From an optimization exercise on the open Yosys and OpenROAD flow, aimed at small area and a short achievable clock period; shortcuts taken in it are not production practice. Only simulation tests tie the RTL to the original design; equivalence was not proved. No activity file was given, so power comes from the tool's default toggle rates.

==> flow/design.v (excerpt) <==
module adder_32bit(
    input clk,
    input rst,
    input [31:0] i_a,
    input [31:0] i_b,
    input i_vld,
    output [31:0] o_res,
    output reg o_res_vld,
    output overflow
);
wire sign_a = i_a[31];
wire sign_b = i_b[31];
wire        a_ge_b;
wire [7:0]  exp_x;
wire [22:0] frac_x;
wire [23:0] man_x, al_man_y;
wire [24:0] res;
CompareAndShift32Bit u_CompareAndShift32Bit (
    .a(i_a[30:0]),
    .b(i_b[30:0]),
    .sub(sign_a ^ sign_b),
    .a_ge_b(a_ge_b),
    .exp_x(exp_x),
    .frac_x(frac_x),
    .man_x(man_x),
    .al_man_y(al_man_y)
);
Addition32Bit u_Addition32Bit (
    .sub(sign_a ^ sign_b),
    .x(man_x),
    .y(al_man_y),
    .res(res)
);
wire exp_a_max = &i_a[30:23];
wire exp_b_max = &i_b[30:23];
wire special   = exp_a_max | exp_b_max;
wire nan_res   = (|frac_x) | (exp_a_max & exp_b_max & (sign_a ^ sign_b));
wire x_zero    = (exp_x == 8'd0) & (frac_x == 23'd0);
wire sign_res  = a_ge_b ? (sign_a & ~x_zero) : sign_b;
reg [24:0] r_res;
reg [7:0]  r_exp;
reg        r_sign, r_nan;
always @(posedge clk or posedge rst) begin
    if (rst) begin
        r_res <= 25'b0;
        r_exp <= 8'b0;
        r_sign <= 1'b0;
        r_nan <= 1'b0;
        o_res_vld <= 1'b0;
  ...
export LEC_CHECK = 0
export ABC_AREA = 1
export CAP_MARGIN = 20
export CORE_MARGIN = 2
export CORE_UTILIZATION = 40
export SLEW_MARGIN = 20
create_clock -name core_clock -period 40.0 [get_ports {clk}]
standard.sh (not shown) runs the stock make flow with config.mk's settings and CLKGATE_MAP_FILE= SYNTH_SCRIPT=/design/flow/synth_recipe.tcl, a recipe that flattens the netlist after the stock synthesis.
==> flow/flow/run.sh <==
#!/bin/bash
# The standard ORFS layout with three changes:
#  - ABC maps with the script below (area mapping, no buffering; the
#    layout's repair steps size and buffer instead),
#  - plain buf_1 cells as the port buffers,
#  - timing repair aimed at setup slack >= 26 ns.
set -euo pipefail
rm -rf scripts_custom
cp -r "$FLOW_HOME/scripts" scripts_custom
printf '%s\n' 'strash' 'dch' 'map -a' 'topo' 'stime -c' > scripts_custom/abc_area.script
bash standard.sh SCRIPTS_DIR="$PWD/scripts_custom" \
    BUFFER_PORTS_ARGS="-buffer_cell sky130_fd_sc_hd__buf_1" \
    SETUP_SLACK_MARGIN=26 finish > make_finish.log 2>&1
The baseline completed with no timing, DRC or antenna violations.
Edit:
==> flow/flow/run.sh (replaced) <==
#!/bin/bash
# The standard ORFS layout with two changes:
#  - plain buf_1 cells as the port buffers,
#  - timing repair aimed at setup slack >= 26.5 ns.
set -euo pipefail
bash standard.sh BUFFER_PORTS_ARGS="-buffer_cell sky130_fd_sc_hd__buf_1" \
    SETUP_SLACK_MARGIN=26.5 finish > make_finish.log 2>&1
--- a/flow/config.mk
+++ b/flow/config.mk
@@ -10,3 +10,4 @@
 export CORE_MARGIN = 2
 export CORE_UTILIZATION = 40
+export CTS_BUF_LIST = sky130_fd_sc_hd__clkbuf_4 sky130_fd_sc_hd__clkbuf_8
 export SLEW_MARGIN = 20
What happened: The new run finished with timing, DRC and antenna clean. Sequential power fell by 9.6%. Power barely changes. Routed wire length rose by 22%. Global-route usage is higher by 1.2 points.
Edit:
==> flow/flow/run.sh (replaced) <==
#!/bin/bash
# The standard ORFS layout with two changes:
#  - plain buf_1 cells as the port buffers,
#  - timing repair aimed at setup slack >= 27 ns.
set -euo pipefail
bash standard.sh BUFFER_PORTS_ARGS="-buffer_cell sky130_fd_sc_hd__buf_1" \
    SETUP_SLACK_MARGIN=27 finish > make_finish.log 2>&1
--- a/flow/config.mk
+++ b/flow/config.mk
@@ -10,4 +10,3 @@
 export CORE_MARGIN = 2
 export CORE_UTILIZATION = 40
-export CTS_BUF_LIST = sky130_fd_sc_hd__clkbuf_4 sky130_fd_sc_hd__clkbuf_8
 export SLEW_MARGIN = 20
The changed run finished clean; via count rose by 5.3%; count of clock-buffer cells in the layout drops by 1; clock power came out higher by 46%; design area climbs by 13%; wire length came out higher by 9.7%; setup slack gains 0.056 ns; utilization grows by 6.4 points; combinational power came out higher by 11%; synthesized cell count stays the same.
Edit:
==> flow/flow/run.sh (replaced) <==
#!/bin/bash
# The standard ORFS layout with two changes:
#  - plain buf_1 cells as the port buffers,
#  - timing repair aimed at setup slack >= 26 ns.
set -euo pipefail
bash standard.sh BUFFER_PORTS_ARGS="-buffer_cell sky130_fd_sc_hd__buf_1" \
    SETUP_SLACK_MARGIN=26 finish > make_finish.log 2>&1
--- a/flow/config.mk
+++ b/flow/config.mk
@@ -9,4 +9,5 @@
 export CAP_MARGIN = 20
 export CORE_MARGIN = 2
-export CORE_UTILIZATION = 40
+export CORE_UTILIZATION = 50
+export CTS_BUF_LIST = sky130_fd_sc_hd__clkbuf_4 sky130_fd_sc_hd__clkbuf_8
 export SLEW_MARGIN = 20
Cell area is lower by about a fifth. Cell count shrinks by a little under a tenth. Total power went down by roughly a tenth.
Edit:
--- a/flow/config.mk
+++ b/flow/config.mk
@@ -9,5 +9,4 @@
 export CAP_MARGIN = 20
 export CORE_MARGIN = 2
-export CORE_UTILIZATION = 50
-export CTS_BUF_LIST = sky130_fd_sc_hd__clkbuf_4 sky130_fd_sc_hd__clkbuf_8
+export CORE_UTILIZATION = 40
 export SLEW_MARGIN = 20
=> The changed run ran to the end with no violations. Maximum frequency falls by 1.3%. Final area came out higher by 0.56%. Area after synthesis is unchanged.
Edit:
==> flow/flow/run.sh (replaced) <==
#!/bin/bash
# The standard ORFS layout with two changes:
#  - plain buf_1 cells as the port buffers,
#  - timing repair aimed at setup slack >= 28 ns.
set -euo pipefail
bash standard.sh BUFFER_PORTS_ARGS="-buffer_cell sky130_fd_sc_hd__buf_1" \
    SETUP_SLACK_MARGIN=28 finish > make_finish.log 2>&1
After rerunning: The new run went through all stages and came out clean; synthesized area does not change; final area came out higher by a quarter to a third; die area does not change; wire length came out higher by about a fifth; via count came out higher by roughly a tenth; total power came out higher by a quarter to a third; combinational power came out higher by a quarter to a third.

* * *

The RTL this note starts from:
==> flow/design.v <==
`timescale 1ns / 1ps
module CompareAndShift32Bit (
    input  [30:0] a,
    input  [30:0] b,
    output        a_ge_b,
    output [7:0]  exp_x,
    output [22:0] frac_x,
    output [23:0] man_x,
    output [23:0] al_man_y
);
    wire [7:0] ea = a[30:23];
    wire [7:0] eb = b[30:23];
    wire [7:0] ep = ~(ea ^ eb);
    wire [7:0] eg = ea & ~eb;
    reg  [7:0] EG, EP;
    integer l, j;
    always @(*) begin
        EG = eg;
        EP = ep;
        for (l = 0; l < 3; l = l + 1)
            for (j = 0; j < 8; j = j + 1)
                if (((j >> l) & 1) == 1) begin
                    EG[j] = EG[j] | (EP[j] & EG[((j >> l) << l) - 1]);
                    EP[j] = EP[j] & EP[((j >> l) << l) - 1];
                end
    end
    wire exp_gt = EG[7];
    wire exp_eq = EP[7];
    reg [22:0] gg, tt;
    integer s, i;
    always @(*) begin
        gg = a[22:0] & ~b[22:0];
        tt = a[22:0] | ~b[22:0];
        for (s = 1; s < 23; s = s * 2)
            for (i = 2*s - 1; i < 23; i = i + 2*s) begin
                gg[i] = gg[i] | (tt[i] & gg[i-s]);
                tt[i] = tt[i] & tt[i-s];
            end
        gg[22] = gg[22] | (tt[22] & (gg[21] | (tt[21] & (gg[19] | (tt[19] & gg[15])))));
        tt[22] = tt[22] & tt[21] & tt[19] & tt[15];
    end
    wire frac_ge = gg[22] | tt[22];
    assign a_ge_b = exp_gt | (exp_eq & frac_ge);
    assign exp_x  = a_ge_b ? ea : eb;
    assign frac_x = a_ge_b ? a[22:0] : b[22:0];
    assign man_x  = {exp_x != 8'd0, frac_x};
    wire [7:0]  shift = ep ^ (exp_gt ? {EG[6:0] | EP[6:0], 1'b1} : ~{EG[6:0], 1'b0});
    wire [22:0] frac_y = a_ge_b ? b[22:0] : a[22:0];
    wire        hid_y  = a_ge_b ? (eb != 8'd0) : (ea != 8'd0);
    wire [23:0] man_y  = {hid_y, frac_y};
    wire [23:0] s0 = shift[0] ? {1'b0,  man_y[23:1]} : man_y;
    wire [23:0] s1 = shift[1] ? {2'b0,  s0[23:2]}    : s0;
    wire [23:0] s2 = shift[2] ? {4'b0,  s1[23:4]}    : s1;
    wire [23:0] s3 = shift[3] ? {8'b0,  s2[23:8]}    : s2;
    wire [23:0] s4 = shift[4] ? {16'b0, s3[23:16]}   : s3;
    assign al_man_y = (shift[7:5] != 3'd0) ? 24'd0 : s4;
endmodule
`timescale 1ns / 1ps
module Addition32Bit (
    input         sub,
    input  [23:0] x,
    input  [23:0] y,
    output [24:0] res
);
    wire [23:0] xs = x ^ {24{sub}};
    wire [23:0] p  = xs ^ y;
    wire [23:0] g  = (x & {24{~sub}} & y) | (x & {24{sub}} & ~y);
    reg  [23:0] G, P;
    integer s, i;
    always @(*) begin
        G = {g[23:1], g[0] | (p[0] & sub)};
        P = p;
        for (s = 1; s < 24; s = s * 2)
            for (i = 2*s - 1; i < 24; i = i + 2*s) begin
                G[i] = G[i] | (P[i] & G[i-s]);
                P[i] = P[i] & P[i-s];
            end
        for (s = 8; s >= 1; s = s / 2)
            for (i = 3*s - 1; i < 24; i = i + 2*s) begin
                G[i] = G[i] | (P[i] & G[i-s]);
                P[i] = P[i] & P[i-s];
            end
    end
    assign res[23:0] = p ^ {G[22:0], sub};
    assign res[24]   = G[23] & ~sub;
endmodule
`timescale 1ns / 1ps
module Normalization32Bit (
    input  [24:0] res,
    input  [7:0]  exp_base,
    output [22:0] man_res,
    output [7:0]  exp_res,
    output        overflow
);
    wire [7:0] e = exp_base + 8'd1;
    wire [31:0] r = {res, 7'h7f};
    wire z16 = (r[31:16] == 16'd0);
    wire [15:0] q1 = z16 ? r[15:0] : r[31:16];
    wire z8 = (q1[15:8] == 8'd0);
    wire [7:0] q2 = z8 ? q1[7:0] : q1[15:8];
    wire z4 = (q2[7:4] == 4'd0);
    wire [3:0] q3 = z4 ? q2[3:0] : q2[7:4];
    wire z2 = (q3[3:2] == 2'd0);
    wire [1:0] q4 = z2 ? q3[1:0] : q3[3:2];
    wire z1 = ~q4[1];
    wire [4:0] lz = {z16, z8, z4, z2, z1};
    wire big = e[7:5] != 3'd0;
    wire [4:0] k;
    wire [5:0] lt, gt;  
    assign lt[5] = big;
    assign gt[5] = 1'b0;
    genvar i;
    generate
        for (i = 4; i >= 0; i = i - 1) begin : g_min
            assign k[i] = gt[i+1] ? e[i] : (lt[i+1] ? lz[i] : (lz[i] & e[i]));
            assign lt[i] = lt[i+1] | (~gt[i+1] & ~lz[i] & e[i]);
            assign gt[i] = gt[i+1] | (~lt[i+1] & lz[i] & ~e[i]);
        end
    endgenerate
    wire [24:0] n = res << k;
    assign exp_res = n[24] ? e - {3'd0, k} : 8'd0;
    assign man_res = n[23:1];
    assign overflow = (exp_base == 8'd254) & res[24];
endmodule
`timescale 1ns / 1ps
module adder_32bit(
    input clk,
    input rst,
    input [31:0] i_a,
    input [31:0] i_b,
    input i_vld,
    output [31:0] o_res,
    output reg o_res_vld,
    output overflow
);
wire sign_a = i_a[31];
wire sign_b = i_b[31];
wire        a_ge_b;
wire [7:0]  exp_x;
wire [22:0] frac_x;
wire [23:0] man_x, al_man_y;
wire [24:0] res;
CompareAndShift32Bit u_CompareAndShift32Bit (
    .a(i_a[30:0]),
    .b(i_b[30:0]),
    .a_ge_b(a_ge_b),
    .exp_x(exp_x),
    .frac_x(frac_x),
    .man_x(man_x),
    .al_man_y(al_man_y)
);
Addition32Bit u_Addition32Bit (
    .sub(sign_a ^ sign_b),
    .x(man_x),
    .y(al_man_y),
    .res(res)
);
wire exp_a_max = &i_a[30:23];
wire exp_b_max = &i_b[30:23];
wire special   = exp_a_max | exp_b_max;
wire nan_res   = (|frac_x) | (exp_a_max & exp_b_max & (sign_a ^ sign_b));
wire x_zero    = (exp_x == 8'd0) & (frac_x == 23'd0);
wire sign_res  = a_ge_b ? (sign_a & ~x_zero) : sign_b;
reg [24:0] r_res;
reg [7:0]  r_exp;
reg        r_sign, r_nan;
always @(posedge clk or posedge rst) begin
    if (rst) begin
        r_res <= 25'b0;
        r_exp <= 8'b0;
        r_sign <= 1'b0;
        r_nan <= 1'b0;
        o_res_vld <= 1'b0;
    end else begin
        r_res <= res;
        r_exp <= exp_x;
        r_sign <= sign_res & ~(special & nan_res);
        r_nan <= special & nan_res;
        o_res_vld <= i_vld;
    end
end
wire        r_special = &r_exp;
wire [22:0] man_res;
wire [7:0]  exp_res;
wire        operation_overflow;
Normalization32Bit u_Normalization32Bit (
    .res(r_res),
    .exp_base(r_exp),
    .man_res(man_res),
    .exp_res(exp_res),
    .overflow(operation_overflow)
);
assign o_res[31]    = r_sign;
assign o_res[30:23] = exp_res | {8{r_special}};
assign o_res[22]    = r_special ? r_nan : man_res[22];
assign o_res[21:0]  = man_res[21:0] & {22{~r_special}};
assign overflow     = r_special | operation_overflow;
endmodule
export LEC_CHECK = 0
export ABC_AREA = 1
export CAP_MARGIN = 20
export CORE_MARGIN = 2
export CORE_UTILIZATION = 40
export CTS_BUF_LIST = sky130_fd_sc_hd__clkbuf_2 sky130_fd_sc_hd__clkbuf_4
export PLACE_DENSITY = 0.75
export SLEW_MARGIN = 20
create_clock -name core_clock -period 40.0 [get_ports {clk}]
==> flow/flow/run.sh <==
#!/bin/bash
# The standard ORFS layout with these changes:
#  - ABC's area script without its upsize step (the layout's timing repair
#    sizes the critical paths instead),
#  - plain buf_1 cells as the port buffers,
#  - timing repair aimed at setup slack >= 27.3 ns.
set -euo pipefail
rm -rf scripts_custom
cp -r "$FLOW_HOME/scripts" scripts_custom
printf '%s\n' strash dch 'map -B 0.9' topo 'stime -c' 'buffer -c' 'dnsize -c' > scripts_custom/abc_area.script
bash standard.sh SCRIPTS_DIR="$PWD/scripts_custom" \
    BUFFER_PORTS_ARGS="-buffer_cell sky130_fd_sc_hd__buf_1" \
    SETUP_SLACK_MARGIN=27.3 finish > make_finish.log 2>&1
The baseline finished clean.
Then changed:
==> flow/flow/run.sh (replaced) <==
#!/bin/bash
# The standard ORFS layout with two changes:
#  - plain buf_1 cells as the port buffers,
#  - timing repair aimed at setup slack >= 27 ns.
set -euo pipefail
bash standard.sh BUFFER_PORTS_ARGS="-buffer_cell sky130_fd_sc_hd__buf_1" \
    SETUP_SLACK_MARGIN=27 finish > make_finish.log 2>&1
- PLACE_DENSITY: 0.75 -> not set
After rerunning: The changed run finished clean; non-clock buffer count came out lower by 29; maximum frequency came out lower by 1.5%; wire length came out higher by 3.4%; total power came out lower by 4.5%.
Then changed:
==> flow/flow/run.sh (replaced) <==
#!/bin/bash
# The standard ORFS layout with two changes:
#  - plain buf_1 cells as the port buffers,
#  - timing repair aimed at setup slack >= 28 ns.
set -euo pipefail
bash standard.sh BUFFER_PORTS_ARGS="-buffer_cell sky130_fd_sc_hd__buf_1" \
    SETUP_SLACK_MARGIN=28 finish > make_finish.log 2>&1
- CTS_BUF_LIST: sky130_fd_sc_hd__clkbuf_2 sky130_fd_sc_hd__clkbuf_4 -> sky130_fd_sc_hd__clkbuf_4 sky130_fd_sc_hd__clkbuf_8
Effect: The new run passed the timing, DRC and antenna checks; total power rose by 35%; die area is unchanged; clock power goes up by about 60%.

* * *

Setup of JK:
RTL: the design.v shown in full above, as it stands there.
clock: 40.0 ns
lec_check: 0
abc_area: 1
cap_margin: 20
core_margin: 2
core_utilization: 40
cts_buf_list: sky130_fd_sc_hd__clkbuf_4 sky130_fd_sc_hd__clkbuf_8
slew_margin: 20
==> flow/flow/run.sh <==
#!/bin/bash
# The standard ORFS layout with two changes:
#  - plain buf_1 cells as the port buffers,
#  - timing repair aimed at setup slack >= 27 ns.
set -euo pipefail
bash standard.sh BUFFER_PORTS_ARGS="-buffer_cell sky130_fd_sc_hd__buf_1" \
    SETUP_SLACK_MARGIN=27 finish > make_finish.log 2>&1
JK completed end to end with timing, DRC and antenna clean.
## Diff of input files: MS against JK
- PLACE_DENSITY newly set to 0.75
- ABC_AREA changed from 1 to 0
- CTS_BUF_LIST changed from sky130_fd_sc_hd__clkbuf_4 sky130_fd_sc_hd__clkbuf_8 to sky130_fd_sc_hd__clkbuf_2 sky130_fd_sc_hd__clkbuf_4
- Looking at pre-CTS worst setup slack across MS and JK, the one that comes out lower is MS.
- Combined area of the multi-input logic cells in MS is 37% above JK.
- In the reports for MS and JK, the smaller relative contribution of combinational cells to total power belongs to JK.
Relative to MS, the following input files were edited for AL:
- swapping 0 for 1 in ABC_AREA
==> flow/flow/run.sh <==
#!/bin/bash
# The standard ORFS layout with these changes:
#  - ABC's area script without its buffer and upsize steps (the layout's timing repair
#    sizes the critical paths instead),
#  - plain buf_1 cells as the port buffers,
#  - timing repair aimed at setup slack >= 27 ns.
set -euo pipefail
rm -rf scripts_custom
cp -r "$FLOW_HOME/scripts" scripts_custom
printf '%s\n' strash dch 'map -B 0.9' topo 'stime -c' 'dnsize -c' > scripts_custom/abc_area.script
bash standard.sh SCRIPTS_DIR="$PWD/scripts_custom" \
    BUFFER_PORTS_ARGS="-buffer_cell sky130_fd_sc_hd__buf_1" \
    SETUP_SLACK_MARGIN=27 finish > make_finish.log 2>&1
Diff MS -> AL | inserted tap cell count | decrease of about 18%
Changes observed in AL relative to MS: path length in cells of the critical path grew by about 21%, portion of the post-synthesis area used by sequential elements grew by 2.2 points, synthesis-to-layout area growth shrank by 11 points, worst setup slack grew by 240 ps.
Fraction of area in multi-input gates: AL < MS
Wire length on met1, MS and AL, higher one = MS.
Looking at ratio of total power to cell area across MS and AL, the one that comes out lower is MS.
In AL relative to MS, first-pass GRT wire length had gone down by more than a quarter.
Via count: AL lower than MS

## re-timing with driven ports
The results above use ideal ports. As a check the final layouts listed here were re-extracted and re-timed, cells and wires unchanged. Step 1: set_driving_cell puts a clkbuf_16 on clk and a buf_2 on each other input, an assumption about the parent block. Step 2, shift: input delay + t, output delay - t, t = (earliest + latest rising clock arrival at the registers) / 2. This alone moves slack from input paths to output paths. a / b / c = no drivers / after step 1 / after step 2; a / b = the first two.
run	shift t [ns]	setup WS [ns]	worst slew at a driven data input, ns
the first run of note 1	0.303	25.890 / 25.860 / 25.557	0.06
the second run of note 1	0.308	26.729 / 26.730 / 26.422	0.05
the third run of note 1	0.309	26.785 / 26.777 / 26.468	0.05
the fourth run of note 1	0.313	26.420 / 26.431 / 26.118	0.05
the fifth run of note 1	0.309	26.236 / 26.248 / 25.939	0.05
the sixth run of note 1	0.306	26.901 / 26.884 / 26.578	0.07
the first run of note 2	0.349	27.603 / 27.597 / 27.257	0.04
the second run of note 2	0.366	27.420 / 27.385 / 27.091	0.04
the third run of note 2	0.313	27.829 / 27.795 / 27.683	0.04
JK	0.309	27.422 / 27.429 / 27.120	0.04
MS	0.362	27.090 / 27.100 / 26.738	0.05
AL	0.346	27.331 / 27.307 / 26.989	0.04
After both steps every run listed still meets setup and hold. The setup slack of MS, which loses most, moves by +0.010 ns with the drivers and by -0.352 ns with both steps.
